This is an optimization exercise on Yosys and OpenROAD, whose aim is small area and a short achievable clock period, not a production implementation. Function was checked by simulation only, so behaviour that the tests miss may differ from the original. Power and IR drop assume default switching activity.

`design.v`:
```
module ALU(
input [13:0] instruction,  
input wire [19:0] A, B,  
input cin, clk, rst,  
output reg [19:0] result,  
output reg [19:0] SX_flags,  
output reg reset,            
output reg carry_out,  
output wire halfword,          
output reg inc                   
);
assign halfword = 1'b0;          
always @(posedge clk or posedge rst) begin       
    if (rst) begin
        SX_flags <= 0;
    end
    else begin
        case(instruction)
        13'h000: begin  
            SX_flags[12] <= 1;        
        end
        13'h1E2: begin  
            if (A == B) begin
                SX_flags[0] <= 1;
            end
            else begin
                SX_flags[0] <= 0;
            end
        end
        13'h1F7: begin  
            if (A > B) begin
                SX_flags[1] <= 1;
            end
            else begin
                SX_flags[1] <= 0;
            end
        end
        13'h20C: begin  
            if (A < B) begin
                SX_flags[1] <= 1;
            end
            else begin
                SX_flags[1] <= 0;
            end
        end
        13'h221: begin  
            if (A >= B) begin
                SX_flags[0] <= 1;
                SX_flags[1] <= 0;
            end
            else begin
                SX_flags[0] <= 0;
                SX_flags[1] <= 1;
            end
        end
        13'h236: begin  
            if (A <= B) begin
                SX_flags[0] <= 1;
                SX_flags[1] <= 1;
            end
            else begin
                SX_flags[0] <= 0;
                SX_flags[1] <= 0;
            end
        end
        default: ;
        endcase
    end
end
always @(posedge clk or posedge rst) begin
    if (rst) begin
        result <= 0;
        carry_out <= 0;
        reset <= 0;
        inc <= 0;
    end
    else begin
    case(instruction) 
    13'h000: begin  
    end
    13'h015: begin  
    end
    13'h029: begin  
        inc <= 1;
    end
    13'h03E: begin  
    end
    13'h053: begin  
    end    
    13'h068: begin  
    end
    13'h07D: begin  
        result <= SX_flags;
    end
    13'h092: begin  
        if(SX_flags[12] == 1) begin
            result <= SX_flags ^ A;
        end
    end
    13'h0A7: begin  
        result <= ~A;
    end
    13'h0D1: begin  
        result <= A | B;
    end
    13'h0BC: begin  
        result <= A & B;
    end
    13'h0E6: begin  
        result <= A ^ B;
    end
    13'h0FB: begin  
        result <= A >> B;
    end
    13'h110: begin  
        result <= A << B;
    end
    13'h125: begin  
        result <= (A >> B) | (A << (20 - B));
    end
    13'h13A: begin  
        result <= (A << B) | (A >> (20 - B));
    end
    13'h164: begin  
        result <= A + 1;
    end
    13'h179: begin  
        result <= A - 1;
    end
    13'h18E: begin  
        result <= A + B;
    end
    13'h1A3: begin  
        result <= A ^ B ^ cin;
        carry_out <= (A & B) | (B & cin) | (cin & A);
    end
    13'h1B8: begin  
        result <= A - B;
    end
    13'h1CD: begin  
        result <= A - B - cin;
        carry_out <= (~A & B) | ((~A | B) & cin);
    end
    13'h2C9: begin  
    end
    13'h2DE: begin  
    end
    13'h1E2, 13'h1F7, 13'h20C, 13'h221, 13'h236: begin
    end
    13'h24B, 13'h260, 13'h275, 13'h28A, 13'h29F, 13'h2B4: begin
    end
    default: result <= 0;
    endcase
    end
end
endmodule
```
`run.sh`:
```
#!/bin/bash
# synth_recipe.tcl (not shown) runs the flow's synth.tcl, then flattens the netlist and writes it again
# the make line also repeats each setting of config.mk as NAME=value (left out here)
make -C /OpenROAD-flow-scripts/flow DESIGN_CONFIG=/design/flow/config.mk WORK_HOME=/design/flow/orfs CLKGATE_MAP_FILE= SYNTH_SCRIPT=/design/flow/synth_recipe.tcl finish
```
`config.mk`:
```
export PLATFORM = sky130hd
export DESIGN_NAME = ALU
export DESIGN_NICKNAME = ALU
export VERILOG_FILES = /design/flow/design.v
export SDC_FILE = /design/flow/constraint.sdc
export NUM_CORES = 4
export LEC_CHECK = 0
export CAP_MARGIN = 20
export CORE_MARGIN = 2
export CORE_UTILIZATION = 40
export SLEW_MARGIN = 20
```
`constraint.sdc`:
```
create_clock -name core_clock -period 6.0 [get_ports {clk}]
set_input_delay 1.2000 -clock core_clock [delete_from_list [all_inputs] [get_ports {clk}]]
set_output_delay 1.2000 -clock core_clock [all_outputs]
set_load 0.01 [all_outputs]
```
==> flow_results.org <==
** Timing
- Slew at the pin with the worst max-slew slack :: between 1000 and 1500 ps
- Final count of hold timing violations :: 0
- Tmin final :: 5620 ps
- In the final timing run, aggregate negative setup slack is 0 ps.
- Endpoints failing setup :: 0
- Slew headroom :: 30.2%
- The count of pins over their slew limit is 0.
- Setup repair after global routing left no endpoint under its margin.
- The clock arrives with 4.35 ps of skew.
- Derived from the worst setup path, the maximum achievable clock frequency is around 180 MHz.
- Of the available clock period, the critical path in the final layout requires between 90% and 100%.

** CTS
- CTS built an H-tree with a depth of 1.
- Number of sinks on the clock net :: 25
- Worst-skew pair later-pin latency :: between 200 and 300 ps
- The clock passes through at most 2 buffers.
- Number of clock buffers inserted by TritonCTS :: 3
- Clock tree synthesis selected as its root buffer the cell sky130_fd_sc_hd__clkbuf_16.
- TritonCTS built the clock tree.
- Number of buffers inserted to repair setup after CTS :: 0
- Clock-pin slew reported for the worst setup and hold paths after clock tree synthesis :: roughly 70 ps

** Final layout
- Fill count :: 2,577
- Post-layout nets :: roughly 1,700
- Proportion of layout cells with a drive suffix above 1 :: a little over a tenth
- Compared with the post-synthesis result, the final layout area differs by 15.6%.
- Post-layout util :: 46.9%
- 0 antenna diodes ended up in the layout.

** Global routing
- met2 is the most crowded layer.
- Global routing used 61.1% of the available met2 tracks.
- Global-route wire length before repair :: 79,300 um
- The via count of the first global-routing pass came to 11,500.
- Met1 usage :: between 50% and 60%
- Global routing consumed, over all layers together, 41.4% of the routing resources.
- Entering global routing, the biggest net connects 57 pins.
- After global routing the overflow that remains totals 0.
- Met3 Track Usage GR :: 8.42%
- The number of antenna violations at the first check in global routing is 2.

** Floorplanning
- Horizontal extent of the die :: 161 um
- In this run the vertical extent of the chip is 161 um.
- The die covers 25,900 um2.
- The initial utilization of the core area, before any placement, comes to between 40 and 50%.
- Ports placed on the boundary :: about 100
- Row count :: 57
- Total core area :: 24,200 um2

** Setup path
- Worst Setup End Kind :: flop
- The worst setup path is launched from an input port.
- Arrival time of the worst setup path :: 5800 ps
- Depth of the worst register-to-register path :: 8
- Largest fanout on the critical path :: 20
- Data required time of the worst path :: 6180 ps
- The critical path is of the in2reg type.

** Pwr
- The analysis attributes to net switching a power of 591 uW.
- The analysis attributes to cell leakage a power of 4.76 nW.
- VDD sags by at most 0.0837 mV.
- Power spread over the standard cell area amounts to 99.1 nW/um2.
- The share of total power dissipated in the clock network is 14.1%.
- Fraction of power consumed by combinational cells :: 70.9%
- The share of total power dissipated in sequential elements is 15.0%.
- Internal power :: 537 uW
- Switching portion of total power :: 52.4%

** Status
- The run finished with no timing, DRC or antenna violations.

** Synthesis
- Distinct cells, synth :: 84
- Total standard cell area after synthesis :: 9840 um2
- Among all cell types in the netlist, the one instantiated most often is sky130_fd_sc_hd__nand2_1.
- The biggest area contributor in the post-synthesis netlist is sky130_fd_sc_hd__ha_1.
- Share of the synthesized area in the top cell type :: a little over a tenth
- Primary flip-flop cell chosen by synthesis mapping :: sky130_fd_sc_hd__dfrtp_1
- Sorting the synthesized cells by how often they occur yields sky130_fd_sc_hd__nand2_1 (170), sky130_fd_sc_hd__nor2_1 (139), sky130_fd_sc_hd__o21ai_0 (118), sky130_fd_sc_hd__a21oi_1 (90), sky130_fd_sc_hd__ha_1 (82).
- Post-synth EDFFs :: 0
- In the synthesized netlist, the number of instances is ~1,500.
- After synthesis the netlist holds a flip-flop and latch count of 25.
- For this run, the register share of the synthesized area comes to between 6 and 7%.
- Ys Warns :: 1
- The average instance in the mapped netlist occupies roughly 6.7 um2.
- Share of synthesized registers carrying an async set or reset :: between 90% and 100%
- Top cells by area in the synthesized netlist :: sky130_fd_sc_hd__ha_1 (10%), sky130_fd_sc_hd__nand2_1 (6.5%), sky130_fd_sc_hd__dfrtp_1 (6.4%)

** Route
- Total iterations of the first detailed-routing run :: 8
- In the routed layout, each cell is associated on average with a via count of roughly 6.9.
- For this block, the via count after detailed routing is 12,700.
- The detail route stage leaves a number of antenna-violating nets equal to 0.
- Remaining design rule violation count :: 0
- Wire length after detailed routing :: between 50,000 and 60,000 um
- Average wire length per cell after detail routing :: 29.6 um
- For this block, the initial DRC count from the detailed router was 1,869.

** Worst hold path
- The worst hold path belongs to the class reg2reg.
- Counting instances, the worst hold path has a depth of 1.

** Place
- Final HPWL from detailed placement :: 43,800 um
- Routability-driven placement finished with a final weighted congestion of 1.09.
- In this run the tool buffered the top-level ports with 81 buffer cells.

** Job
- Max-Cap Viols :: 0
-- area by class of cell --
cell class	instances	area [um2]	area share (%)
multi-input combinational	1264	8510	74.8
timing repair buffer	175	1500	13.2
sequential	25	626	5.50
inverter	67	251	2.21
clock buffer	4	78.8	0.693
tap	324	405	3.56
-- worst paths after layout --
kind	endpoint	slack (ps)	startpoint
worst max register to register	result[17]	3400	SX_flags[12]
max in group asynchronous	result[0]	4250	rst
worst min-delay path	inc	470	inc
min in group asynchronous	result[18]	1330	rst
worst min register to register	inc	470	inc
worst max-delay path	result[19]	380	instruction[11]
-- stage by stage --
step / total power, mW / instance area (um2) / cells / hold WS (ps) / worst slack, ps
final: 1.13 / 11400 / 1859 / 474 / 381
after global routing: 1.18 / 11400 / 1859 / 477 / 49.5
after CTS: 1.10 / 11400 / 1859 / 472 / 391
after detailed placement: 0.937 / 11300 / 1855 / 452 / 126
after global placement: 0.938 / 11300 / 1855 / 453 / 206
after floorplan: 0.651 / 9910 / 1483 / 504 / 755
-- timing repair --
item / 4_1_cts / 5_1_grt
endpoints found under the setup margin: 0 / 1
resized for setup: 0 / 2
hold buffers: 0 / 0
-- cell usage in the layout (no fill, tap or decap), types with 6 or more instances in the layout --
master / netlist / layout
sky130_fd_sc_hd__o211ai_1: 22 / 22
sky130_fd_sc_hd__dfrtp_1: 25 / 25
sky130_fd_sc_hd__nor2_1: 139 / 139
sky130_fd_sc_hd__xor2_1: 13 / 12
sky130_fd_sc_hd__a22oi_1: 13 / 13
sky130_fd_sc_hd__nand3_1: 40 / 40
sky130_fd_sc_hd__a221oi_1: 22 / 22
sky130_fd_sc_hd__nand4_1: 14 / 14
sky130_fd_sc_hd__or2_2: 8 / 8
sky130_fd_sc_hd__a21o_1: 32 / 32
sky130_fd_sc_hd__o31ai_1: 14 / 14
sky130_fd_sc_hd__xnor2_1: 35 / 34
sky130_fd_sc_hd__a2111oi_0: 11 / 10
sky130_fd_sc_hd__a32oi_1: 10 / 10
sky130_fd_sc_hd__a21oi_1: 90 / 90
sky130_fd_sc_hd__and2_1: 9 / 9
sky130_fd_sc_hd__nand2b_1: 20 / 20
sky130_fd_sc_hd__mux4_2: 10 / 10
sky130_fd_sc_hd__inv_1: 64 / 63
sky130_fd_sc_hd__mux2_2: 22 / 22
sky130_fd_sc_hd__o21a_1: 6 / 6
sky130_fd_sc_hd__a211o_1: 8 / 8
sky130_fd_sc_hd__ha_1: 82 / 82
sky130_fd_sc_hd__nand2_1: 170 / 170
sky130_fd_sc_hd__a211oi_1: 22 / 21
sky130_fd_sc_hd__clkdlybuf4s50_1: 0 / 78
sky130_fd_sc_hd__conb_1: 1 / 19
sky130_fd_sc_hd__o221ai_1: 6 / 6
sky130_fd_sc_hd__and3_1: 16 / 16
sky130_fd_sc_hd__nor4_1: 19 / 16
sky130_fd_sc_hd__mux2i_1: 50 / 50
sky130_fd_sc_hd__nor3_1: 48 / 47
sky130_fd_sc_hd__buf_4: 19 / 94
sky130_fd_sc_hd__o2111ai_1: 16 / 16
sky130_fd_sc_hd__a31oi_1: 19 / 19
sky130_fd_sc_hd__or3_1: 11 / 11
sky130_fd_sc_hd__a22o_1: 8 / 8
sky130_fd_sc_hd__o21ai_0: 118 / 118
sky130_fd_sc_hd__o22ai_1: 10 / 10
sky130_fd_sc_hd__nor2b_1: 19 / 19
-- worst max-delay path: stages --
cell	delay, ps
sky130_fd_sc_hd__clkdlybuf4s50_1	390
sky130_fd_sc_hd__or4_1	670
sky130_fd_sc_hd__nor3b_2	270
sky130_fd_sc_hd__nand2_1	120
sky130_fd_sc_hd__nor2_1	220
sky130_fd_sc_hd__buf_4	300
sky130_fd_sc_hd__a21o_1	120
sky130_fd_sc_hd__ha_1	260
sky130_fd_sc_hd__o21ai_0	250
sky130_fd_sc_hd__o21ai_0	140
sky130_fd_sc_hd__a21oi_1	290
sky130_fd_sc_hd__a31oi_1	210
sky130_fd_sc_hd__a311o_1	340
sky130_fd_sc_hd__a21o_1	230
sky130_fd_sc_hd__a2111oi_1	410
sky130_fd_sc_hd__o21ai_0	150
sky130_fd_sc_hd__a32oi_1	220
-- logic make-up after synthesis --
family          count (synthesis)  share of synthesized area, %
fa+ha+maj                      86                          11.2
simple gates                  548                          26.9
flops                          25                          6.36
compound gates                481                          32.9
xor+xnor                       48                          4.27
mux                            82                          9.89
other cells                     1                        0.0381
buf+inv                       194                          8.36
-- registers in the layout, indices dropped and copies added, names as in the netlist --
| name | count |
|---|---|
| result | 20 |
| carry_out | 1 |
| SX_flags | 3 |
| inc | 1 |
-- per-layer routing --
metal  vias to the layer above  share of wire, %
li1                       5548                 -
met1                      6072                41
met2                       929                41
met3                       186                12
met4                         2               6.9
met5                         -             0.024
-- power groups by stage --
stage / Combinational [mW] / Sequential [mW] / Clock [mW]
after CTS: 0.768 / 0.169 / 0.160
after floorplan: 0.479 / 0.172 / 0
final: 0.800 / 0.169 / 0.159
after detailed placement: 0.765 / 0.172 / 0
after global routing: 0.843 / 0.169 / 0.167
after global placement: 0.765 / 0.172 / 0

afterwards: timing with drivers on the ports:
Ports are ideal in the flow. The routed layout listed here was re-timed in OpenROAD.
Step 1: set_driving_cell puts a clkbuf_16 on clk and a buf_2 on each other input, an assumption about the parent block.
Step 2, shift: input delay + t, output delay - t, t = (earliest + latest rising clock arrival at the registers) / 2. This alone moves slack from input paths to output paths.
a / b / c = no drivers / after step 1 / after step 2; a / b = the first two.
t (ns): 0.307
setup slack, ns: 0.381 / 0.397 / 0.090
worst setup path at the end: input to register
pins driven straight from the clock port: 1
After both steps this run still meets setup and hold. For this run, drivers alone change the setup slack by +0.016 ns; drivers and shift together by -0.291 ns.
